What follows belongs to an exercise in optimizing a design on an open flow for small area, a short achievable clock period and few clock cycles per item; a production flow would make more cautious choices. Only simulation tests tie the RTL to the original design; equivalence was not proved.

--- config.mk ---
export PLATFORM = sky130hd
export DESIGN_NAME = decipher
export DESIGN_NICKNAME = decipher
export VERILOG_FILES = /design/flow/design.v
export SDC_FILE = /design/flow/constraint.sdc
export NUM_CORES = 4
export LEC_CHECK = 0
export CAP_MARGIN = 20
export CORE_MARGIN = 2
export CORE_UTILIZATION = 45
export CTS_BUF_LIST = sky130_fd_sc_hd__clkbuf_8
export SETUP_SLACK_MARGIN = 1.6
export SLEW_MARGIN = 20
--- constraint.sdc ---
create_clock -name core_clock -period 8.0 [get_ports {clk_in}]
set_input_delay 1.6000 -clock core_clock [delete_from_list [all_inputs] [get_ports {clk_in}]]
set_output_delay 1.6000 -clock core_clock [all_outputs]
set_load 0.01 [all_outputs]
--- design.v ---
`timescale 1ns / 1ps
`default_nettype none
function automatic [3:0] g4inv(input [3:0] x);
    case (x)
        4'd0: g4inv = 4'd0;
        4'd1: g4inv = 4'd1;
        4'd2: g4inv = 4'd9;
        4'd3: g4inv = 4'd14;
        4'd4: g4inv = 4'd13;
        4'd5: g4inv = 4'd11;
        4'd6: g4inv = 4'd7;
        4'd7: g4inv = 4'd6;
        4'd8: g4inv = 4'd15;
        4'd9: g4inv = 4'd2;
        4'd10: g4inv = 4'd12;
        4'd11: g4inv = 4'd5;
        4'd12: g4inv = 4'd10;
        4'd13: g4inv = 4'd4;
        4'd14: g4inv = 4'd3;
        4'd15: g4inv = 4'd8;
        default: g4inv = 4'd0;
    endcase
endfunction
function automatic [7:0] sbox(input [7:0] x);
    logic [125:0] t;
    begin
        t[0] = x[1] ^ x[7];
        t[1] = x[2] ^ x[3];
        t[2] = x[4] ^ x[5];
        t[3] = x[6] ^ t[0];
        t[4] = x[0] ^ t[1];
        t[5] = x[6] ^ t[2];
        t[6] = x[0] ^ x[5];
        t[7] = x[5] ^ t[1];
        t[8] = x[3] ^ t[3];
        t[9] = x[3] ^ x[6];
        t[10] = t[4] ^ t[5];
        t[11] = x[0] ^ x[2];
        t[12] = x[1] ^ x[5];
        t[13] = x[2] ^ x[5];
        t[14] = x[4] ^ x[6];
        t[15] = x[5] ^ x[7];
        t[16] = x[0] ^ t[2];
        t[17] = x[2] ^ t[0];
        t[18] = x[3] ^ t[2];
        t[19] = x[5] ^ t[0];
        t[20] = x[7] ^ t[1];
        t[21] = x[7] ^ t[2];
        t[22] = x[7] ^ t[9];
        t[23] = t[0] ^ t[2];
        t[24] = t[9] ^ t[12];
        t[25] = x[1] ^ t[5];
        t[26] = x[4] ^ t[3];
        t[27] = x[6] ^ t[4];
        t[28] = x[7] ^ t[7];
        t[29] = t[0] ^ t[7];
        t[30] = t[3] ^ t[6];
        t[31] = t[3] ^ t[13];
        t[32] = t[6] ^ t[17];
        t[33] = t[14] ^ t[20];
        t[34] = x[4] ^ t[8];
        t[35] = x[5] ^ t[8];
        t[36] = x[7] ^ t[10];
        t[37] = t[33] & t[6];
        t[38] = t[28] & t[7];
        t[39] = t[5] & t[4];
        t[40] = t[25] & t[3];
        t[41] = t[15] & t[8];
        t[42] = t[26] & x[3];
        t[43] = t[29] & t[30];
        t[44] = t[1] & t[31];
        t[45] = t[19] & t[11];
        t[46] = t[37] ^ t[38];
        t[47] = t[39] ^ t[42];
        t[48] = t[40] ^ t[44];
        t[49] = t[43] ^ t[46];
        t[50] = t[37] ^ t[44];
        t[51] = t[41] ^ t[16];
        t[52] = t[42] ^ t[18];
        t[53] = t[45] ^ t[22];
        t[54] = t[23] ^ t[47];
        t[55] = t[46] ^ t[48];
        t[56] = t[47] ^ t[48];
        t[57] = t[49] ^ t[52];
        t[58] = t[49] ^ t[53];
        t[59] = t[50] ^ t[54];
        t[60] = t[51] ^ t[55];
        t[61] = t[56] ^ t[58];
        {t[65], t[64], t[63], t[62]} = g4inv({t[61], t[57], t[59], t[60]});
        t[66] = t[62] ^ t[63];
        t[67] = t[64] ^ t[65];
        t[68] = t[62] ^ t[64];
        t[69] = t[63] ^ t[65];
        t[70] = t[66] ^ t[67];
        t[71] = t[33] & t[62];
        t[72] = t[28] & t[63];
        t[73] = t[5] & t[66];
        t[74] = t[25] & t[64];
        t[75] = t[15] & t[65];
        t[76] = t[26] & t[67];
        t[77] = t[29] & t[68];
        t[78] = t[1] & t[69];
        t[79] = t[19] & t[70];
        t[80] = t[36] & t[62];
        t[81] = x[7] & t[63];
        t[82] = t[10] & t[66];
        t[83] = t[21] & t[64];
        t[84] = t[24] & t[65];
        t[85] = t[34] & t[67];
        t[86] = t[27] & t[68];
        t[87] = t[35] & t[69];
        t[88] = t[32] & t[70];
        t[89] = t[75] ^ t[77];
        t[90] = t[71] ^ t[78];
        t[91] = t[80] ^ t[83];
        t[92] = t[84] ^ t[87];
        t[93] = t[79] ^ t[89];
        t[94] = t[90] ^ t[91];
        t[95] = t[82] ^ t[86];
        t[96] = t[81] ^ t[92];
        t[97] = t[86] ^ t[92];
        t[98] = t[93] ^ t[94];
        t[99] = t[72] ^ t[74];
        t[100] = t[73] ^ t[76];
        t[101] = t[74] ^ t[76];
        t[102] = t[75] ^ t[85];
        t[103] = t[80] ^ t[88];
        t[104] = t[81] ^ t[87];
        t[105] = t[83] ^ t[85];
        t[106] = t[78] ^ t[89];
        t[107] = t[84] ^ t[95];
        t[108] = t[88] ^ t[99];
        t[109] = t[90] ^ t[95];
        t[110] = t[91] ^ t[101];
        t[111] = t[93] ^ t[100];
        t[112] = t[93] ^ t[104];
        t[113] = t[94] ^ t[102];
        t[114] = t[96] ^ t[106];
        t[115] = t[97] ^ t[103];
        t[116] = t[97] ^ t[105];
        t[117] = t[96] ^ t[98];
        t[118] = t[98] ^ t[107];
        t[119] = t[108] ^ t[113];
        t[120] = t[109] ^ t[112];
        t[121] = t[110] ^ t[114];
        t[122] = ~t[117];
        t[123] = ~t[116];
        t[124] = ~t[120];
        t[125] = ~t[111];
        sbox = {t[119], t[125], t[124], t[118], t[121], t[115], t[123], t[122]};
    end
endfunction
function automatic [7:0] inv_sbox_add(input [7:0] x, input [7:0] k);
    logic [142:0] t;
    begin
        t[0] = x[4] ^ x[5];
        t[1] = x[1] ^ x[2];
        t[2] = x[0] ^ x[7];
        t[3] = x[3] ^ t[0];
        t[4] = x[4] ^ x[6];
        t[5] = x[7] ^ t[1];
        t[6] = x[6] ^ t[2];
        t[7] = t[0] ^ t[1];
        t[8] = x[1] ^ t[3];
        t[9] = x[0] ^ x[1];
        t[10] = x[0] ^ x[2];
        t[11] = x[2] ^ x[7];
        t[12] = x[3] ^ t[1];
        t[13] = x[0] ^ x[4];
        t[14] = x[0] ^ x[6];
        t[15] = x[5] ^ x[6];
        t[16] = x[1] ^ t[0];
        t[17] = x[1] ^ t[2];
        t[18] = x[1] ^ t[4];
        t[19] = x[2] ^ t[0];
        t[20] = x[3] ^ t[4];
        t[21] = x[3] ^ t[11];
        t[22] = x[4] ^ t[9];
        t[23] = x[5] ^ t[9];
        t[24] = x[5] ^ t[10];
        t[25] = t[0] ^ t[14];
        t[26] = t[1] ^ t[13];
        t[27] = t[2] ^ t[4];
        t[28] = t[11] ^ t[15];
        t[29] = x[2] ^ t[6];
        t[30] = x[6] ^ t[3];
        t[31] = x[6] ^ t[5];
        t[32] = t[0] ^ t[5];
        t[33] = t[2] ^ t[3];
        t[34] = t[2] ^ t[7];
        t[35] = t[2] ^ t[12];
        t[36] = t[3] ^ t[5];
        t[37] = t[4] ^ t[12];
        t[38] = t[6] ^ t[7];
        t[39] = t[10] ^ t[20];
        t[40] = x[6] ^ t[8];
        t[41] = t[6] ^ t[8];
        t[42] = ~t[5];
        t[43] = ~t[25];
        t[44] = ~t[3];
        t[45] = ~t[34];
        t[46] = ~t[0];
        t[47] = ~t[23];
        t[48] = ~x[1];
        t[49] = ~t[19];
        t[50] = ~t[40];
        t[51] = t[42] & t[46];
        t[52] = t[43] & t[47];
        t[53] = t[38] & t[22];
        t[54] = t[36] & t[16];
        t[55] = t[31] & t[26];
        t[56] = t[30] & t[24];
        t[57] = t[44] & t[48];
        t[58] = t[45] & t[49];
        t[59] = t[35] & t[7];
        t[60] = t[51] ^ t[52];
        t[61] = t[53] ^ t[56];
        t[62] = t[54] ^ t[58];
        t[63] = t[57] ^ t[60];
        t[64] = t[51] ^ t[58];
        t[65] = t[55] ^ t[50];
        t[66] = t[56] ^ t[41];
        t[67] = t[59] ^ t[37];
        t[68] = t[29] ^ t[61];
        t[69] = t[60] ^ t[62];
        t[70] = t[61] ^ t[62];
        t[71] = t[63] ^ t[66];
        t[72] = t[63] ^ t[67];
        t[73] = t[64] ^ t[68];
        t[74] = t[65] ^ t[69];
        t[75] = t[70] ^ t[72];
        {t[79], t[78], t[77], t[76]} = g4inv({t[75], t[71], t[73], t[74]});
        t[80] = t[76] ^ t[77];
        t[81] = t[78] ^ t[79];
        t[82] = t[76] ^ t[78];
        t[83] = t[77] ^ t[79];
        t[84] = t[80] ^ t[81];
        t[85] = t[42] & t[76];
        t[86] = t[43] & t[77];
        t[87] = t[38] & t[80];
        t[88] = t[36] & t[78];
        t[89] = t[31] & t[79];
        t[90] = t[30] & t[81];
        t[91] = t[44] & t[82];
        t[92] = t[45] & t[83];
        t[93] = t[35] & t[84];
        t[94] = t[32] & t[76];
        t[95] = t[18] & t[77];
        t[96] = t[28] & t[80];
        t[97] = t[21] & t[78];
        t[98] = t[27] & t[79];
        t[99] = t[39] & t[81];
        t[100] = t[8] & t[82];
        t[101] = t[17] & t[83];
        t[102] = t[33] & t[84];
        t[103] = t[88] ^ t[91];
        t[104] = t[96] ^ t[101];
        t[105] = t[86] ^ t[93];
        t[106] = t[94] ^ t[99];
        t[107] = t[103] ^ t[104];
        t[108] = t[85] ^ t[87];
        t[109] = t[90] ^ t[92];
        t[110] = t[95] ^ t[100];
        t[111] = t[97] ^ t[102];
        t[112] = t[105] ^ t[107];
        t[113] = t[87] ^ t[88];
        t[114] = t[89] ^ k[1];
        t[115] = t[89] ^ k[6];
        t[116] = t[92] ^ t[93];
        t[117] = t[95] ^ t[96];
        t[118] = t[97] ^ t[98];
        t[119] = t[99] ^ k[0];
        t[120] = k[2] ^ t[111];
        t[121] = k[3] ^ t[104];
        t[122] = k[4] ^ t[106];
        t[123] = k[5] ^ t[106];
        t[124] = k[7] ^ t[104];
        t[125] = t[103] ^ t[105];
        t[126] = t[103] ^ t[108];
        t[127] = t[106] ^ t[108];
        t[128] = t[109] ^ t[110];
        t[129] = t[110] ^ t[113];
        t[130] = t[117] ^ t[118];
        t[131] = t[107] ^ t[115];
        t[132] = t[109] ^ t[124];
        t[133] = t[111] ^ t[121];
        t[134] = t[114] ^ t[126];
        t[135] = t[116] ^ t[122];
        t[136] = t[119] ^ t[125];
        t[137] = t[112] ^ t[120];
        t[138] = t[112] ^ t[123];
        t[139] = t[127] ^ t[132];
        t[140] = t[128] ^ t[131];
        t[141] = t[129] ^ t[135];
        t[142] = t[130] ^ t[136];
        inv_sbox_add = {t[139], t[140], t[138], t[141], t[133], t[137], t[134], t[142]};
    end
endfunction
function automatic [31:0] inv_mix_col(input [7:0] a0, input [7:0] a1, input [7:0] a2, input [7:0] a3);
    logic [175:0] t;
    begin
        t[0] = a0[5] ^ a2[5];
        t[1] = a1[5] ^ a3[5];
        t[2] = a1[6] ^ a3[6];
        t[3] = a0[6] ^ a2[6];
        t[4] = a0[7] ^ a3[3];
        t[5] = a0[3] ^ a1[7];
        t[6] = a2[3] ^ a3[7];
        t[7] = a1[3] ^ a2[7];
        t[8] = a1[1] ^ a3[1];
        t[9] = a1[2] ^ a3[2];
        t[10] = a0[2] ^ a2[2];
        t[11] = a1[4] ^ a3[4];
        t[12] = a0[1] ^ a2[1];
        t[13] = a0[0] ^ a2[0];
        t[14] = a0[4] ^ a2[4];
        t[15] = a1[0] ^ a3[0];
        t[16] = a1[7] ^ a3[7];
        t[17] = a0[7] ^ a2[7];
        t[18] = a1[0] ^ a2[7];
        t[19] = a1[7] ^ a3[0];
        t[20] = a0[7] ^ a2[0];
        t[21] = a0[3] ^ a2[2];
        t[22] = a1[4] ^ a3[5];
        t[23] = a0[6] ^ a2[7];
        t[24] = a0[5] ^ a1[6];
        t[25] = a0[2] ^ a1[2];
        t[26] = a1[3] ^ a3[2];
        t[27] = a0[2] ^ a2[1];
        t[28] = a1[2] ^ a3[1];
        t[29] = a0[4] ^ a1[5];
        t[30] = a1[1] ^ a2[1];
        t[31] = a0[2] ^ a3[2];
        t[32] = a0[7] ^ a3[7];
        t[33] = a0[1] ^ a3[0];
        t[34] = a0[0] ^ a2[7];
        t[35] = a0[6] ^ a2[5];
        t[36] = a0[5] ^ a3[4];
        t[37] = a0[4] ^ a1[4];
        t[38] = a0[1] ^ a2[2];
        t[39] = a0[5] ^ a1[5];
        t[40] = a2[5] ^ a3[6];
        t[41] = a2[6] ^ a3[6];
        t[42] = a2[0] ^ a3[1];
        t[43] = a1[7] ^ a3[6];
        t[44] = a1[6] ^ a2[6];
        t[45] = a0[0] ^ a0[7];
        t[46] = a1[7] ^ a2[1];
        t[47] = t[0] ^ t[1];
        t[48] = t[3] ^ t[9];
        t[49] = t[2] ^ t[10];
        t[50] = t[2] ^ t[13];
        t[51] = t[6] ^ t[7];
        t[52] = t[3] ^ t[15];
        t[53] = t[4] ^ t[5];
        t[54] = t[11] ^ t[14];
        t[55] = t[8] ^ t[12];
        t[56] = t[3] ^ t[12];
        t[57] = t[8] ^ t[15];
        t[58] = t[4] ^ t[6];
        t[59] = t[0] ^ t[7];
        t[60] = t[5] ^ t[6];
        t[61] = t[2] ^ t[14];
        t[62] = t[5] ^ t[7];
        t[63] = t[3] ^ t[11];
        t[64] = t[0] ^ t[16];
        t[65] = t[12] ^ t[13];
        t[66] = t[1] ^ t[17];
        t[67] = t[2] ^ t[8];
        t[68] = a2[4] ^ t[11];
        t[69] = t[17] ^ t[30];
        t[70] = t[4] ^ t[29];
        t[71] = a3[3] ^ t[25];
        t[72] = a1[1] ^ t[19];
        t[73] = a0[0] ^ t[18];
        t[74] = a1[7] ^ t[20];
        t[75] = a2[5] ^ t[37];
        t[76] = a1[4] ^ t[14];
        t[77] = a2[4] ^ t[36];
        t[78] = t[16] ^ t[27];
        t[79] = a0[1] ^ t[17];
        t[80] = a1[1] ^ t[16];
        t[81] = a0[4] ^ t[11];
        t[82] = a3[7] ^ t[42];
        t[83] = a2[4] ^ t[22];
        t[84] = a3[7] ^ t[44];
        t[85] = a1[6] ^ t[23];
        t[86] = a1[0] ^ t[32];
        t[87] = a0[6] ^ t[43];
        t[88] = a3[5] ^ t[35];
        t[89] = a3[7] ^ t[34];
        t[90] = a2[3] ^ t[31];
        t[91] = a3[7] ^ t[33];
        t[92] = a3[4] ^ t[14];
        t[93] = a1[2] ^ t[21];
        t[94] = a3[5] ^ t[24];
        t[95] = a0[7] ^ t[41];
        t[96] = a2[7] ^ t[19];
        t[97] = a2[6] ^ t[39];
        t[98] = a2[2] ^ t[26];
        t[99] = a1[5] ^ t[40];
        t[100] = t[47] ^ t[50];
        t[101] = t[51] ^ t[53];
        t[102] = t[47] ^ t[52];
        t[103] = t[47] ^ t[55];
        t[104] = t[48] ^ t[49];
        t[105] = t[49] ^ t[52];
        t[106] = t[54] ^ t[66];
        t[107] = t[1] ^ t[60];
        t[108] = t[47] ^ t[56];
        t[109] = t[47] ^ t[67];
        t[110] = t[54] ^ t[64];
        t[111] = t[48] ^ t[50];
        t[112] = t[18] ^ t[82];
        t[113] = t[59] ^ t[83];
        t[114] = t[46] ^ t[73];
        t[115] = a3[4] ^ t[59];
        t[116] = t[51] ^ t[92];
        t[117] = t[62] ^ t[68];
        t[118] = t[61] ^ t[97];
        t[119] = t[38] ^ t[80];
        t[120] = t[65] ^ t[71];
        t[121] = t[61] ^ t[88];
        t[122] = t[62] ^ t[90];
        t[123] = t[28] ^ t[79];
        t[124] = t[57] ^ t[93];
        t[125] = t[58] ^ t[81];
        t[126] = t[45] ^ t[72];
        t[127] = t[48] ^ t[53];
        t[128] = a3[2] ^ t[69];
        t[129] = t[65] ^ t[98];
        t[130] = t[63] ^ t[94];
        t[131] = a3[1] ^ t[78];
        t[132] = t[20] ^ t[91];
        t[133] = t[63] ^ t[99];
        t[134] = t[49] ^ t[103];
        t[135] = t[104] ^ t[107];
        t[136] = t[100] ^ t[124];
        t[137] = t[53] ^ t[102];
        t[138] = t[76] ^ t[127];
        t[139] = t[89] ^ t[102];
        t[140] = t[101] ^ t[118];
        t[141] = t[57] ^ t[100];
        t[142] = t[109] ^ t[132];
        t[143] = t[103] ^ t[116];
        t[144] = t[105] ^ t[128];
        t[145] = t[51] ^ t[102];
        t[146] = t[85] ^ t[110];
        t[147] = t[70] ^ t[115];
        t[148] = t[4] ^ t[113];
        t[149] = t[108] ^ t[112];
        t[150] = t[101] ^ t[121];
        t[151] = t[105] ^ t[123];
        t[152] = t[95] ^ t[110];
        t[153] = t[111] ^ t[119];
        t[154] = t[86] ^ t[100];
        t[155] = t[111] ^ t[131];
        t[156] = t[108] ^ t[126];
        t[157] = t[96] ^ t[100];
        t[158] = t[84] ^ t[106];
        t[159] = t[74] ^ t[102];
        t[160] = t[109] ^ t[114];
        t[161] = t[101] ^ t[130];
        t[162] = t[101] ^ t[133];
        t[163] = t[87] ^ t[106];
        t[164] = t[104] ^ t[147];
        t[165] = t[117] ^ t[134];
        t[166] = t[129] ^ t[137];
        t[167] = t[103] ^ t[138];
        t[168] = t[58] ^ t[136];
        t[169] = t[104] ^ t[148];
        t[170] = t[75] ^ t[135];
        t[171] = t[122] ^ t[141];
        t[172] = t[120] ^ t[145];
        t[173] = t[77] ^ t[135];
        t[174] = t[125] ^ t[134];
        t[175] = t[48] ^ t[143];
        inv_mix_col = {{t[146], t[140], t[170], t[165], t[172], t[153], t[160], t[159]}, {t[158], t[162], t[169], t[175], t[168], t[144], t[149], t[157]}, {t[152], t[150], t[173], t[174], t[166], t[155], t[142], t[139]}, {t[163], t[161], t[164], t[167], t[171], t[151], t[156], t[154]}};
    end
endfunction
function automatic [7:0] xtime(input [7:0] a);
    xtime = {a[6:0], 1'b0} ^ (8'h1b & {8{a[7]}});
endfunction
function automatic [7:0] inv_xtime(input [7:0] a);
    inv_xtime = {1'b0, a[7:1]} ^ (8'h8d & {8{a[0]}});
endfunction
function automatic [127:0] key_step(input [127:0] k, input [31:0] sw, input [7:0] rc);
    logic [7:0] w;
    begin
        for (int r = 0; r < 4; r++) begin
            w = k[127 - 8 * (4 * r) -: 8] ^ sw[31 - 8 * r -: 8] ^ (r == 0 ? rc : 8'h00);
            key_step[127 - 8 * (4 * r + 0) -: 8] = w;
            for (int c = 1; c < 4; c++) begin
                w = w ^ k[127 - 8 * (4 * r + c) -: 8];
                key_step[127 - 8 * (4 * r + c) -: 8] = w;
            end
        end
    end
endfunction
module decipher(
    input wire clk_in,
    input wire rst_in,
    input wire start,
    input wire [127:0] block_in,
    input wire [127:0] key_in,
    output logic [127:0] deciphered_block,
    output logic decipher_complete
);
    logic [127:0] state;     
    logic [127:0] key;       
    logic [31:0] sw;         
    logic [3:0] idx;         
    logic [7:0] rc;          
    logic busy;              
    logic back;              
    logic last;              
    logic mixsel;            
    logic [127:0] kfwd;      
    logic [31:0] sx;         
    logic [31:0] so;         
    logic [127:0] krev;      
    always_comb begin
        kfwd = key_step(key, sw, rc);
        for (int r = 0; r < 4; r++) begin
            if (!busy)
                sx[31 - 8 * r -: 8] = key_in[127 - 8 * (4 * ((r + 1) % 4) + 3) -: 8];
            else if (!back)
                sx[31 - 8 * r -: 8] = kfwd[127 - 8 * (4 * ((r + 1) % 4) + 3) -: 8];
            else
                sx[31 - 8 * r -: 8] = key[127 - 8 * (4 * ((r + 1) % 4) + 3) -: 8]
                                    ^ key[127 - 8 * (4 * ((r + 1) % 4) + 2) -: 8];
            so[31 - 8 * r -: 8] = sbox(sx[31 - 8 * r -: 8]);
        end
        for (int r = 0; r < 4; r++) begin
            for (int c = 1; c < 4; c++)
                krev[127 - 8 * (4 * r + c) -: 8] = key[127 - 8 * (4 * r + c) -: 8] ^ key[127 - 8 * (4 * r + c - 1) -: 8];
            krev[127 - 8 * (4 * r) -: 8] = key[127 - 8 * (4 * r) -: 8] ^ so[31 - 8 * r -: 8]
                                          ^ (r == 0 ? rc : 8'h00);
        end
    end
    logic [127:0] k10_pre;
    always_comb begin
        logic [7:0] p;
        for (int r = 0; r < 4; r++) begin
            for (int c = 0; c < 4; c++) begin
                case (c)
                    0: p = kfwd[127 - 8 * (4 * r) -: 8];
                    1: p = key[127 - 8 * (4 * r + 1) -: 8];
                    2: p = kfwd[127 - 8 * (4 * r) -: 8] ^ key[127 - 8 * (4 * r + 2) -: 8];
                    default: p = key[127 - 8 * (4 * r + 1) -: 8] ^ key[127 - 8 * (4 * r + 3) -: 8];
                endcase
                k10_pre[127 - 8 * (4 * r + c) -: 8] = state[127 - 8 * (4 * r + c) -: 8] ^ p
                                                     ^ ((r == 0) ? 8'h36 : 8'h00);
            end
        end
    end
    logic [127:0] sub;       
    logic [127:0] mixed;
    always_comb begin
        for (int r = 0; r < 4; r++)
            for (int c = 0; c < 4; c++)
                sub[127 - 8 * (4 * r + c) -: 8] = inv_sbox_add(state[127 - 8 * (4 * r + (c + 4 - r) % 4) -: 8],
                                                               key[127 - 8 * (4 * r + c) -: 8]);
        for (int c = 0; c < 4; c++)
            {mixed[127 - 8 * (4 * 0 + c) -: 8], mixed[127 - 8 * (4 * 1 + c) -: 8],
             mixed[127 - 8 * (4 * 2 + c) -: 8], mixed[127 - 8 * (4 * 3 + c) -: 8]} =
                inv_mix_col(sub[127 - 8 * (4 * 0 + c) -: 8], sub[127 - 8 * (4 * 1 + c) -: 8],
                            sub[127 - 8 * (4 * 2 + c) -: 8], sub[127 - 8 * (4 * 3 + c) -: 8]);
    end
    logic [127:0] rotated;
    logic [127:0] state_rest;
    logic [127:0] state_next;
    always_comb begin
        for (int r = 0; r < 4; r++)
            for (int c = 0; c < 4; c++)
                rotated[127 - 8 * (4 * r + c) -: 8] = state[127 - 8 * (4 * r + (c + 1) % 4) -: 8];
        if (!busy)
            state_rest = block_in;
        else if (back)
            state_rest = sub;
        else if (idx == 4'd8)
            state_rest = k10_pre ^ {{4{so[31:24]}}, {4{so[23:16]}}, {4{so[15:8]}}, {4{so[7:0]}}};
        else
            state_rest = rotated;
        state_next = mixsel ? mixed : state_rest;
    end
    assign deciphered_block = state;
    always_ff @(posedge clk_in) begin
        sw <= so;
        if (!busy)
            rc <= 8'h01;
        else if (back)
            rc <= inv_xtime(rc);
        else if (idx != 4'd8)
            rc <= xtime(rc);
        if (!busy)
            key <= key_in;
        else if (!back)
            key <= kfwd;
        else
            key <= krev;
        state <= state_next;
        if (rst_in) begin
            busy <= 1'b0;
            mixsel <= 1'b0;
            decipher_complete <= 1'b0;
        end else begin
            mixsel <= busy & (back ? (idx != 4'd1 && !last) : idx == 4'd8);
            decipher_complete <= 1'b0;
            if (!busy) begin
                if (start) begin
                    busy <= 1'b1;
                    back <= 1'b0;
                    last <= 1'b0;
                    idx <= 4'd0;
                end
            end else if (back) begin
                idx <= idx - 4'd1;
                last <= idx == 4'd1;
                if (last) begin
                    busy <= 1'b0;
                    decipher_complete <= 1'b1;
                end
            end else begin
                idx <= idx + 4'd1;
                if (idx == 4'd8)
                    back <= 1'b1;
            end
        end
    end
endmodule
`default_nettype wire
--- flow/run.sh ---
#!/bin/bash
# Own flow: the standard layout, except that
#  - synthesis maps the logic with an area-recovering ABC script (flow/abc_speed.script)
#    in place of ORFS's abc_speed.script; registers are mapped before ABC runs, so they
#    are the standard synthesis's;
#  - every input and output port still gets its own buffer, but a buf_1 (the smallest
#    buffer) in place of the clkdlybuf4s50_1 that buffer_ports picks by default.
set -euo pipefail
here=$(pwd)
rm -rf "$here/scripts_synth"
cp -r "$FLOW_HOME/scripts" "$here/scripts_synth"
cp "$here/flow/abc_speed.script" "$here/scripts_synth/abc_speed.script"
export BUFFER_PORTS_ARGS="-buffer_cell sky130_fd_sc_hd__buf_1"
SCRIPTS_DIR="$here/scripts_synth" bash standard.sh synth > "$here/synth.log" 2>&1
bash standard.sh > "$here/layout.log" 2>&1
test -f out/final.def
--- flow/abc_speed.script ---
strash
&get -n
&fraig -x
&put
scorr
dc2
strash
&get -n
&dch -f
&nf -R 1000
&put
buffer -c
topo
stime -c
dnsize -c
--- standard.sh ---
#!/bin/bash
# synth_recipe.tcl (not shown) runs the flow's synth.tcl, then flattens the netlist and writes it again
# the make line also repeats each setting of config.mk as NAME=value (left out here)
make -C /OpenROAD-flow-scripts/flow DESIGN_CONFIG=/design/flow/config.mk WORK_HOME=/design/flow/orfs CLKGATE_MAP_FILE= SYNTH_SCRIPT=/design/flow/synth_recipe.tcl "${@:-finish}"
==> insert_results.sql, run 1 <==
INSERT INTO impl_metrics (metric_group, metric, value, unit) VALUES
('status', 'run_status', 'no timing/DRC/antenna violations', ''),
('synth', 'post_synth_num_cell_types', '59', ''),
('floorplanning', 'die_area', '109000', 'um2'),
('final_layout', 'ff_latch_area', '6300', 'um2'),
('sta', 'setup_total_negative_slack', '0', 'ns'),
('sta', 'final.setup_skew', '0.0622', 'ns'),
('critical_path', 'crit_path_max_fanout', '7', ''),
('synth', 'yosysWarningCount', '1', ''),
('sta', 'report.final.hold_viol_count', '0', ''),
('synth', 'synth.yosys.seq_area_share', '12.8', '%'),
('detailed_routing', 'drt-pass1-iter-count', '8', ''),
('clock_tree', 'cts-buffers-inserted', '66', ''),
('clock_tree', 'cts.clk_slew.worst_paths', '0.05', 'ns'),
('sta', 'grt_setup_unrepaired', 'true', ''),
('critical_path', 'cpMaxStageDelayCell', 'sky130_fd_sc_hd__dfxtp_1', ''),
('synth', 'synth_compound_area_share', '13.1', '%'),
('floorplanning', 'die_width', '331', 'um'),
('min_path', 'worstHoldPathType', 'reg2reg', ''),
('critical_path', 'timing.critical_path.mode_cell', 'sky130_fd_sc_hd__xnor2_2', ''),
('floorplanning', 'floorplan.io_pins', '388', ''),
('place', 'dp_hpwl', '178000', 'um'),
('synth', 'yosys_most_used_dff', 'sky130_fd_sc_hd__dfxtp_1', ''),
('final_layout', 'finalInstanceArea', '64000', 'um2'),
('synth', 'synth_xor_area_share', '53.9', '%'),
('synth', 'synth.avg_cell_area', '7.66', 'um2'),
('synth', 'asyncSetResetFlopFracSynth', '0', '%'),
('synth', 'muxShareOfSynthArea', '1.41', '%'),
('final_layout', 'layout.filler_cells', '9438', ''),
('clock_tree', 'ctsLongestPathBuffers', '3', ''),
('grt', 'grt_antenna_before_repair', '5', ''),
('critical_path', 'worst_setup_path_start_kind', 'flip-flop', ''),
('grt', 'grt_pass1_vias', '45236', ''),
('clock_tree', 'cts_root_buffer', 'sky130_fd_sc_hd__clkbuf_8', ''),
('critical_path', 'timing_worst_setup_path_type', 'reg2reg', ''),
('detailed_routing', 'avgRoutedWirePerCell', '26.5', 'um'),
('run', 'cap_viol_max_count', '0', ''),
('clock_tree', 'clkLatencyLatePin', '0.74', 'ns'),
('sta', 'timing.fmax', '158', 'MHz'),
('sta', 'tightest_slew', '1.17', 'ns'),
('floorplanning', 'core', '106000', 'um2'),
('sta', 'final_max_slew_viol_count', '0', ''),
('detailed_routing', 'vias_post_dr', '48826', ''),
('final_layout', 'layout_common_cells', 'sky130_fd_sc_hd__xnor2_1, sky130_fd_sc_hd__buf_4, sky130_fd_sc_hd__xor2_1', ''),
('final_layout', 'areaGrowthSynthToFinish', '33.3', '%'),
('detailed_routing', 'drt_first_iter_violations', '5689', ''),
('floorplanning', 'starting_density_of_the_core', '45.5', '%'),
('place', 'placedCellCount', '8180', ''),
('critical_path', 'critical_path.max_stage_delay', '0.50', 'ns'),
('synth', 'number_of_instances_in_the_synthesized_netlist', '6265', ''),
('grt', 'grt_first_pass_wirelength', '311000', 'um'),
('final_layout', 'mostFrequentLayoutCell', 'sky130_fd_sc_hd__xnor2_1', ''),
('floorplanning', 'core.rowCount', '119', ''),
('grt', 'grt_max_degree', '183', ''),
('critical_path', 'worst-endpoint-required', '8.62', 'ns'),
('synth', 'post-synth-top-area-cell', 'sky130_fd_sc_hd__xnor2_1', ''),
('detailed_routing', 'remaining_drc_errors', '0', ''),
('synth', 'netlist_top_cells_area', 'sky130_fd_sc_hd__xnor2_1, sky130_fd_sc_hd__xor2_1, sky130_fd_sc_hd__dfxtp_1', ''),
('clock_tree', 'clock_tree_from_tritoncts', 'yes', ''),
('place', 'place_area', '53800', 'um2'),
('place', 'port-buffer-count', '387', ''),
('floorplanning', 'chipHeight', '331', 'um'),
('final_layout', 'footprint_of_the_multi_input_gates', '46600', 'um2'),
('sta', 'setup-violations-final', '0', ''),
('detailed_routing', 'ant_nets', '0', ''),
('sta', 'finalCriticalPeriod', '6.35', 'ns'),
('clock_tree', 'clock_sink_count', '305', '');
-- Yosys cell counts (46+ instances only) --
master / count
sky130_fd_sc_hd__a21oi_1: 361
sky130_fd_sc_hd__nor2_1: 553
sky130_fd_sc_hd__dfxtp_1: 299
sky130_fd_sc_hd__o32ai_1: 60
sky130_fd_sc_hd__nor2b_1: 47
sky130_fd_sc_hd__inv_1: 140
sky130_fd_sc_hd__nand2_1: 560
sky130_fd_sc_hd__o21ai_0: 284
sky130_fd_sc_hd__xor2_1: 844
sky130_fd_sc_hd__ha_1: 151
sky130_fd_sc_hd__xnor2_1: 2110
sky130_fd_sc_hd__clkbuf_1: 295
sky130_fd_sc_hd__nand2b_1: 46
sky130_fd_sc_hd__a211oi_1: 47
-- sequential cells by signal (all words and copies together), names as in the netlist --
name and flops:
idx 4, key 128, rc 8, decipher_complete 1, state 128, last 1, mixsel 1, sw 32
back 1, busy 1
-- critical path, delay by kind of cell (launching register included) --
kind,cells,cell delay (ns)
flip-flops,1,0.50
buffers and inverters,5,0.75
adder cells (fa/ha/maj),1,0.21
XOR/XNOR,12,2.63
AND/OR/NAND/NOR,4,0.60
AO/OA/AOI/OAI,8,1.56
-- through the flow --
step	setup slack (ns)	hold slack [ns]	utilization [%]
floorplan	1.56	0.448	-
global placement	0.268	0.471	51.0
detailed placement	0.212	0.466	51.0
CTS	1.50	0.480	55.4
global route	1.37	0.519	60.6
finish	1.65	0.481	60.6
-- kinds of logic (layout without fill, tap and decap cells) --
kind of cell               after synthesis  after routing
xor gates and xnor gates              2954           2956
and+or+nand+nor                       1307           1307
AOI/OAI and AO/OA                     1024           1024
buffers and inverters                  464           1377
DFF                                    305            305
adders and majority gates              152            152
muxes                                   59             59
other                                    0              1
-- cell type report --
| type | instances | share of cell area (%) |
|---|---|---|
| Multi-Input combinational cell | 5498 | 72.9 |
| Sequential cell | 305 | 9.84 |
| Clock inverter | 41 | 0.614 |
| Inverter | 141 | 0.837 |
| Clock buffer | 77 | 1.66 |
| Antenna cell | 1 | 0.00391 |
| Timing Repair Buffer | 1118 | 11.4 |
| Tap cell | 1391 | 2.72 |
-- worst paths after layout --
path | start | slack [ns] | cells after the start | endpoint
setup / recovery | key[61]$_DFF_P_ | 1.65 | 30 | state[68]$_DFF_P_
hold / removal | last$_SDFFCE_PN0P_ | 0.48 | 1 | busy$_SDFF_PP0_
setup reg to reg | key[61]$_DFF_P_ | 1.65 | 30 | state[68]$_DFF_P_
hold reg to reg | last$_SDFFCE_PN0P_ | 0.48 | 1 | busy$_SDFF_PP0_
-- metal layers --
metal	wire length [um]	global-route usage (%)
met5	27	0
met4	15700	21.4
met3	27200	10.6
met2	95900	57.7
met1	88300	51.1
-- what timing repair did --
item	4_1_cts	5_1_grt
endpoints found under the setup margin	176	155
gates resized for setup	415	592
setup buffers	56	214
cloned	0	3
hold buffers	0	0
pin swaps	45	190
Testbench counts, summed over its fixed seeds: cycles 5,376, blocks 256.
==> inputs of run 2 (changes only) <==
--- a/config.mk
+++ b/config.mk
@@ -9,5 +9,5 @@
 export CORE_MARGIN = 2
 export CORE_UTILIZATION = 45
 export CTS_BUF_LIST = sky130_fd_sc_hd__clkbuf_8
-export SETUP_SLACK_MARGIN = 1.6
+export SETUP_SLACK_MARGIN = 1.0
 export SLEW_MARGIN = 20
==> run 2 against run 1 <==
Net effect:
- still clean on timing, DRC and antenna
- design area shrank 9.5%
- register-to-register slack worse by 0.62 ns
- first-iteration DRC count down 4.1%
- non-clock buffer count fell by 197
- critical path depth decreased by 7
- wire length shrank 1.5%
- synthesized cell count unchanged
- flip-flop and latch count is the same
- setup slack got worse by 0.62 ns
- highest routed layer unchanged
==> insert_results.sql, run 2 <==
INSERT INTO impl_metrics (metric_group, metric, value, unit) VALUES
('floorplanning', 'die_width', '331', 'um'),
('clock_tree', 'cts_hold_repair.buffers', '0', ''),
('place', 'place_worst_setup_slack', '0.0485', 'ns'),
('synth', 'synth.yosys.seq_area_share', '12.8', '%'),
('place', 'place_area', '53800', 'um2'),
('synth', 'synth.avg_cell_area', '7.66', 'um2'),
('sta', 'slew_headroom', '20.4', '%'),
('place', 'port-buffer-count', '387', ''),
('clock_tree', 'clkLatencyLatePin', '0.70', 'ns'),
('synth', 'number_of_synthesized_register_bits', '305', ''),
('critical_path', 'crit-reg2reg-capture', 'state[118]$_DFF_P_', ''),
('sta', 'setup_total_negative_slack', '0', 'ns'),
('critical_path', 'critical_path.max_stage_delay', '0.61', 'ns'),
('critical_path', 'worst-endpoint-arrival', '7.52', 'ns'),
('clock_tree', 'clock_tree_from_tritoncts', 'yes', ''),
('clock_tree', 'ctsLongestPathBuffers', '3', ''),
('detailed_routing', 'avgRoutedWirePerCell', '26.7', 'um'),
('synth', 'asyncSetResetFlopFracSynth', '0', '%'),
('clock_tree', 'cts_root_buffer', 'sky130_fd_sc_hd__clkbuf_8', ''),
('critical_path', 'worst-endpoint-required', '8.56', 'ns'),
('critical_path', 'regToRegStartpoint', 'state[90]$_DFF_P_', ''),
('critical_path', 'timing.critical_path.mode_cell', 'sky130_fd_sc_hd__xnor2_1', ''),
('sta', 'tightest_slew', '1.19', 'ns'),
('min_path', 'hold_path.startpoint', 'last$_SDFFCE_PN0P_', ''),
('status', 'run_status', 'no timing/DRC/antenna violations', ''),
('critical_path', 'worstSetupEndpointType', 'flip-flop', ''),
('sta', 'fin_crit_sh', '87.1', '%'),
('detailed_routing', 'postRouteWirelength', '224000', 'um'),
('synth', 'post-synth-top-count-cell', 'sky130_fd_sc_hd__xnor2_1', ''),
('synth', 'post_synth_num_cell_types', '59', ''),
('detailed_routing', 'post_drt_via_cell_ratio', '5.68', ''),
('critical_path', 'cpMaxStageDelayCell', 'sky130_fd_sc_hd__dfxtp_1', ''),
('synth', 'yosys_most_used_dff', 'sky130_fd_sc_hd__dfxtp_1', ''),
('detailed_routing', 'remaining_drc_errors', '0', ''),
('clock_tree', 'clock_sink_count', '305', ''),
('final_layout', 'mostFrequentLayoutCell', 'sky130_fd_sc_hd__xnor2_1', ''),
('critical_path', 'worstSetupStartpoint', 'state[90]$_DFF_P_', ''),
('detailed_routing', 'drt_first_iter_violations', '5456', ''),
('floorplanning', 'floorplan.io_pins', '388', ''),
('grt', 'grt_max_degree', '147', ''),
('clock_tree', 'cts-buffers-inserted', '66', ''),
('floorplanning', 'core', '106000', 'um2'),
('grt', 'grt_pass1_vias', '44919', ''),
('sta', 'setup-violations-final', '0', ''),
('min_path', 'hold-path-cell-count', '1', ''),
('grt', 'globalRoute.totalOverflow', '0', ''),
('critical_path', 'worst_setup_path_start_kind', 'flip-flop', ''),
('synth', 'ys_top_cells_by_count', 'sky130_fd_sc_hd__xnor2_1, sky130_fd_sc_hd__xor2_1, sky130_fd_sc_hd__nand2_1', ''),
('critical_path', 'timing_worst_setup_path_type', 'reg2reg', ''),
('sta', 'report.final.hold_viol_count', '0', ''),
('critical_path', 'worst_r2r_path_depth', '23', ''),
('synth', 'syn-cell-area', '48000', 'um2'),
('floorplanning', 'core.rowCount', '119', ''),
('sta', 'final_max_slew_viol_count', '0', ''),
('final_layout', 'areaGrowthSynthToFinish', '20.6', '%'),
('final_layout', 'finalInstanceArea', '57900', 'um2'),
('grt', 'track_usage', '39.3', '%'),
('synth', 'number_of_nets_in_the_synthesized_netlist', '6675', ''),
('critical_path', 'r2r_setup_slack', '1.03', 'ns'),
('clock_tree', 'cts.clk_slew.worst_paths', '0.07', 'ns'),
('run', 'cap_viol_max_count', '0', ''),
('detailed_routing', 'drt-pass1-iter-count', '8', ''),
('final_layout', 'layout_common_cells', 'sky130_fd_sc_hd__xnor2_1, sky130_fd_sc_hd__xor2_1, sky130_fd_sc_hd__nand2_1', ''),
('detailed_routing', 'vias_post_dr', '47527', ''),
('grt', 'grt_antenna_before_repair', '8', ''),
('sta', 'final.setup.worst_slack', '1.03', 'ns'),
('synth', 'synth-edff-count', '6', ''),
('min_path', 'worstHoldPathType', 'reg2reg', ''),
('sta', 'final.setup_skew', '0.0368', 'ns'),
('floorplanning', 'die_area', '109000', 'um2'),
('synth', 'netlist_top_cells_area', 'sky130_fd_sc_hd__xnor2_1, sky130_fd_sc_hd__xor2_1, sky130_fd_sc_hd__dfxtp_1', ''),
('place', 'routability_congestion_estimate', '1.07', ''),
('sta', 'grt_setup_unrepaired', 'true', ''),
('final_layout', 'nNetsFinal', '7341', ''),
('place', 'dp_hpwl', '181000', 'um'),
('final_layout', 'largest_registers', 'key: 128 flops, state: 128 flops, sw: 32 flops', ''),
('synth', 'number_of_instances_in_the_synthesized_netlist', '6265', ''),
('detailed_routing', 'ant_nets', '0', ''),
('sta', 'timing.fmax', '144', 'MHz'),
('floorplanning', 'chipHeight', '331', 'um'),
('clock_tree', 'cts-htree-levels', '3', ''),
('final_layout', 'drive_above_1_share', '14.4', '%'),
('grt', 'grt_first_pass_wirelength', '312000', 'um'),
('critical_path', 'critical_path.cell_chain', 'buf_4, xnor2_1, xnor2_1, nor2_1, xnor2_1, xor2_1, xnor2_1, ha_1, nand2b_1, o211ai_1, o21ai_0, xnor2_1, nand2_1, xor2_1, xnor2_1, xnor2_1, xnor2_1, xnor2_2, xor2_1, xnor2_1, o21ai_0, a21oi_1, a21oi_1', ''),
('sta', 'finalCriticalPeriod', '6.97', 'ns'),
('synth', 'synth_largest_type_area_fraction', '38.5', '%'),
('min_path', 'whs_endpoint', 'busy$_SDFF_PP0_', ''),
('synth', 'yosysWarningCount', '1', ''),
('floorplanning', 'starting_density_of_the_core', '45.5', '%'),
('critical_path', 'crit_path_max_fanout', '7', ''),
('synth', 'post-synth-top-area-cell', 'sky130_fd_sc_hd__xnor2_1', '');
-- run 2: cell types whose count changed in the layout (fill, tap and decap cells not counted), sizes merged --
cell / previous run / this run
buf: 1116 / 921
bufinv: 7 / 2
clkbuf: 79 / 82
clkinv: 10 / 11
clkinvlp: 9 / 3
diode: 1 / 2
inv: 156 / 157
xnor2: 2112 / 2110
-- run 2: worst max path at each step --
stage,to,slack [ns],depth (start not counted)
finish,state[118]$_DFF_P_,1.03,23
detailed placement,state[91]$_DFF_P_,0.05,22
global placement,state[52]$_DFF_P_,0.01,24
floorplan,state[96]$_DFF_P_,1.11,23
CTS,state[91]$_DFF_P_,0.86,23
global route,state[80]$_DFF_P_,0.88,30
-- run 2: layout make-up --
type                       count  area [um2]
tap                         1391        1740
sequential                   305        6200
clock inverter                32         198
antenna                        2        5.00
multi-input combinational   5496       42500
inverter                     141         532
clock buffer                  82        1130
fill                       10221       47700
timing repair buffer         921        5540
-- run 2: logic make-up (layout without fill, tap and decap cells) --
group / count (synthesis) / count (layout) / share of synthesized area [%]
xor+xnor: 2954 / 2954 / 53.9
simple gates: 1307 / 1307 / 11.2
compound gates: 1024 / 1024 / 13.1
buf+inv: 464 / 1176 / 3.64
flops: 305 / 305 / 12.8
fa+ha+maj: 152 / 152 / 3.96
mux: 59 / 59 / 1.41
other cells: 0 / 2 / 0
-- run 2: worst max-delay path: cells and delay by family (launching register included) --
family	cells	cell delay [ns]
xor gates and xnor gates	13	4.09
AOI/OAI and AO/OA	5	1.01
buffers and inverters	1	0.36
and+or+nand+nor	3	0.39
DFF	1	0.61
adders and majority gates	1	0.36
-- run 2: what timing repair did --
action / CTS / global route
setup buffers: 4 / 43
pin swaps: 4 / 33
resized for setup: 112 / 262
setup endpoints to repair: 132 / 150
-- run 2: through the flow --
stage | utilization, % | cells | hold slack, ns
4_1_cts | 53.0 | 8325 | 0.495
6_report | 54.8 | 8370 | 0.505
2_1_floorplan | - | 6265 | 0.448
3_5_place_dp | 50.9 | 8207 | 0.485
3_3_place_gp | 50.9 | 8207 | 0.485
5_1_grt | 54.8 | 8369 | 0.522
-- run 2: routing by layer --
metal	global-route usage, %	vias to the layer above	share of wire, %
li1	-	21547	-
met1	51.7	22621	40
met3	9.14	663	11
met4	21.7	8	6.5
met5	0	-	0.10
met2	58.9	2688	42
==> inputs of run 3 (changes only) <==
--- a/flow/run.sh
+++ b/flow/run.sh
@@ -1,6 +1,6 @@
 #!/bin/bash
 # Own flow: the standard layout, except that
-#  - synthesis maps the logic with an area-recovering ABC script (flow/abc_speed.script)
+#  - synthesis maps the logic with an area-recovering ABC script (flow/abc_speed.script, with ABC gate sizing)
 #    in place of ORFS's abc_speed.script; registers are mapped before ABC runs, so they
 #    are the standard synthesis's;
 #  - every input and output port still gets its own buffer, but a buf_1 (the smallest
--- a/flow/abc_speed.script
+++ b/flow/abc_speed.script
@@ -12,4 +12,5 @@
 buffer -c
 topo
 stime -c
+upsize -c
 dnsize -c
--- a/config.mk
+++ b/config.mk
@@ -9,5 +9,5 @@
 export CORE_MARGIN = 2
 export CORE_UTILIZATION = 45
 export CTS_BUF_LIST = sky130_fd_sc_hd__clkbuf_8
-export SETUP_SLACK_MARGIN = 1.0
+export SETUP_SLACK_MARGIN = 1.3
 export SLEW_MARGIN = 20
==> run 3 against run 2 <==
Net effect:
- first-iteration DRC count did not move
- flip-flop and latch count did not move
- register-to-register slack improved by 0.33 ns
- global-route usage fell by 1.8 points
- synthesized cell count did not move
- critical path depth rose by 6
- hold slack got worse by 0.023 ns
- design area rose by 6.8%
- die area rose by 5.8%
- via count rose by 0.41%
- clock-buffer cell count did not move
==> insert_results.sql, run 3 <==
INSERT INTO impl_metrics (metric_group, metric, value, unit) VALUES
('sta', 'setup-violations-final', '0', ''),
('sta', 'final_max_slew_viol_count', '0', ''),
('critical_path', 'critical_path.max_stage_delay', '0.65', 'ns'),
('synth', 'number_of_instances_in_the_synthesized_netlist', '6265', ''),
('critical_path', 'regToRegStartpoint', 'key[126]$_DFF_P_', ''),
('critical_path', 'r2r_setup_slack', '1.37', 'ns'),
('floorplanning', 'die_width', '340', 'um'),
('clock_tree', 'ctsLongestPathBuffers', '3', ''),
('detailed_routing', 'avgRoutedWirePerCell', '26.9', 'um'),
('critical_path', 'cpMaxStageDelayCell', 'sky130_fd_sc_hd__xnor2_1', ''),
('detailed_routing', 'drt-pass1-iter-count', '6', ''),
('grt', 'grt_antenna_before_repair', '5', ''),
('place', 'routability_congestion_estimate', '1.06', ''),
('clock_tree', 'clkLatencyLatePin', '0.70', 'ns'),
('floorplanning', 'core', '112000', 'um2'),
('final_layout', 'layout_common_cells', 'sky130_fd_sc_hd__xnor2_1, sky130_fd_sc_hd__xor2_1, sky130_fd_sc_hd__nand2_1', ''),
('detailed_routing', 'remaining_drc_errors', '0', ''),
('clock_tree', 'cts-buffers-inserted', '66', ''),
('floorplanning', 'core.rowCount', '123', ''),
('final_layout', 'drive_above_1_share', '19.9', '%'),
('sta', 'report.final.hold_viol_count', '0', ''),
('clock_tree', 'cts.clk_slew.worst_paths', '0.06', 'ns'),
('synth', 'ys_top_cells_by_count', 'sky130_fd_sc_hd__xnor2_1, sky130_fd_sc_hd__xor2_1, sky130_fd_sc_hd__nand2_1', ''),
('floorplanning', 'chipHeight', '340', 'um'),
('clock_tree', 'clock_sink_count', '305', ''),
('run', 'cap_viol_max_count', '0', ''),
('sta', 'finalCriticalPeriod', '6.63', 'ns'),
('status', 'run_status', 'no timing/DRC/antenna violations', ''),
('place', 'dp_hpwl', '183000', 'um'),
('final_layout', 'areaGrowthSynthToFinish', '21.6', '%'),
('detailed_routing', 'postRouteWirelength', '229000', 'um'),
('place', 'place_area', '55300', 'um2'),
('critical_path', 'crit-reg2reg-capture', 'state[18]$_DFF_P_', ''),
('final_layout', 'largest_registers', 'key: 128 flops, state: 128 flops, sw: 32 flops', ''),
('synth', 'netlist_top_cells_area', 'sky130_fd_sc_hd__xnor2_1, sky130_fd_sc_hd__xor2_1, sky130_fd_sc_hd__dfxtp_1', ''),
('synth', 'number_of_synthesized_register_bits', '305', ''),
('clock_tree', 'cts_root_buffer', 'sky130_fd_sc_hd__clkbuf_8', ''),
('sta', 'timing.fmax', '151', 'MHz'),
('synth', 'synth.yosys.seq_area_share', '12.1', '%'),
('floorplanning', 'die_area', '116000', 'um2'),
('synth', 'synth.avg_cell_area', '8.11', 'um2'),
('grt', 'grt_pass1_vias', '45231', ''),
('final_layout', 'mostFrequentLayoutCell', 'sky130_fd_sc_hd__xnor2_1', ''),
('detailed_routing', 'drt_first_iter_violations', '5456', ''),
('detailed_routing', 'vias_post_dr', '47722', ''),
('sta', 'setup_total_negative_slack', '0', 'ns'),
('critical_path', 'worst-endpoint-arrival', '7.15', 'ns');
-- run 3: layer usage --
metal | vias up | wire [um] | part of all wire [%] | track usage, %
met5 | - | 13 | 0.0057 | 0
met4 | 2 | 16400 | 7.2 | 22.3
met3 | 670 | 25400 | 11 | 9.23
met2 | 2688 | 95400 | 42 | 55.4
met1 | 22834 | 91300 | 40 | 49.3
li1 | 21528 | - | - | -
-- run 3: through the flow --
| stage | utilization (%) | worst slack (ns) | hold WS [ns] | std cells |
|---|---|---|---|---|
| after global routing | 55.1 | 1.19 | 0.510 | 8495 |
| after CTS | 52.0 | 1.28 | 0.482 | 8350 |
| after detailed placement | 49.3 | 0.0680 | 0.475 | 8208 |
| final | 55.1 | 1.37 | 0.482 | 8496 |
| after global placement | 49.2 | -0.00492 | 0.470 | 8208 |
| after floorplan | - | 1.58 | 0.448 | 6265 |
-- run 3: layout make-up --
cell class                      count  area (um2)  area share, %
Clock buffer                       82        1130           1.83
Clock inverter                     32         251          0.407
Timing Repair Buffer              938        5880           9.52
Antenna cell                        2        5.00        0.00810
Inverter                          141         532          0.860
Multi-Input combinational cell   5496       45900           74.2
Tap cell                         1500        1880           3.04
Sequential cell                   305        6250           10.1
-- run 3: worst max path at each step --
stage / start / end / slack [ns] / cells after the start
floorplan: key_in[71] / state[107]$_DFF_P_ / 1.58 / 22
global placement: state[7]$_DFF_P_ / state[45]$_DFF_P_ / -0.005 / 25
detailed placement: state[7]$_DFF_P_ / state[45]$_DFF_P_ / 0.07 / 25
CTS: state[81]$_DFF_P_ / state[45]$_DFF_P_ / 1.28 / 27
global route: key[122]$_DFF_P_ / state[24]$_DFF_P_ / 1.19 / 32
finish: key[126]$_DFF_P_ / state[18]$_DFF_P_ / 1.37 / 29
-- run 3: critical path: cells and delay by family, from the launching register on --
kind                     cells  cell delay, ns
XOR/XNOR                    11            2.98
AO/OA/AOI/OAI                7            1.48
AND/OR/NAND/NOR              8            1.11
flip-flops                   1            0.39
buffers and inverters        2            0.27
adder cells (fa/ha/maj)      1            0.22
-- run 3: repair_timing --
item                                   CTS  global route
cloned                                   0             1
buffers inserted                        28           143
setup endpoints to repair              154           151
resized for setup                      207           332
pin swaps                               20           102
endpoints found under the hold margin    0             0
-- run 3: kinds of logic (layout without fill, tap and decap cells) --
group / count (synthesis) / in the layout / share of synthesized area (%)
flops: 305 / 305 / 12.1
compound gates: 1024 / 1024 / 12.8
simple gates: 1307 / 1307 / 10.7
fa+ha+maj: 152 / 152 / 3.74
other cells: 0 / 2 / 0
xor+xnor: 2954 / 2954 / 54.6
mux: 59 / 59 / 1.33
buf+inv: 464 / 1193 / 4.71

[static timing again, ports no longer ideal]
In the flow no input, the clock included, has a driving cell. The finished layouts below were timed again as built, in two steps.
Step 1 assumes that a clkbuf_16 drives the clock port and a buf_2 every other input.
Step 2 also shifts input and output timing later by t, the mid clock arrival at the registers, as if the neighbouring blocks saw the same clock.
Three values: ideal, step 1, step 2; two values: the first two.
run | shift t [ns] | setup slack, ns | worst setup path after step 2 | clock arrival spread, ns | worst data-port slew with drivers (ns)
run 1 | 0.779 | 1.651 / 1.651 / 1.263 | input to register | 0.062 / 0.062 | 0.10
run 2 | 0.746 | 1.034 / 1.034 / 0.948 | input to register | 0.036 / 0.037 | 0.07
run 3 | 0.744 | 1.367 / 1.367 / 0.980 | input to register | 0.053 / 0.053 | 0.09
After both steps setup and hold are still met in every run listed. For run 1, which loses most, drivers alone change the setup slack by 0.000 ns; drivers and shift together by -0.388 ns.
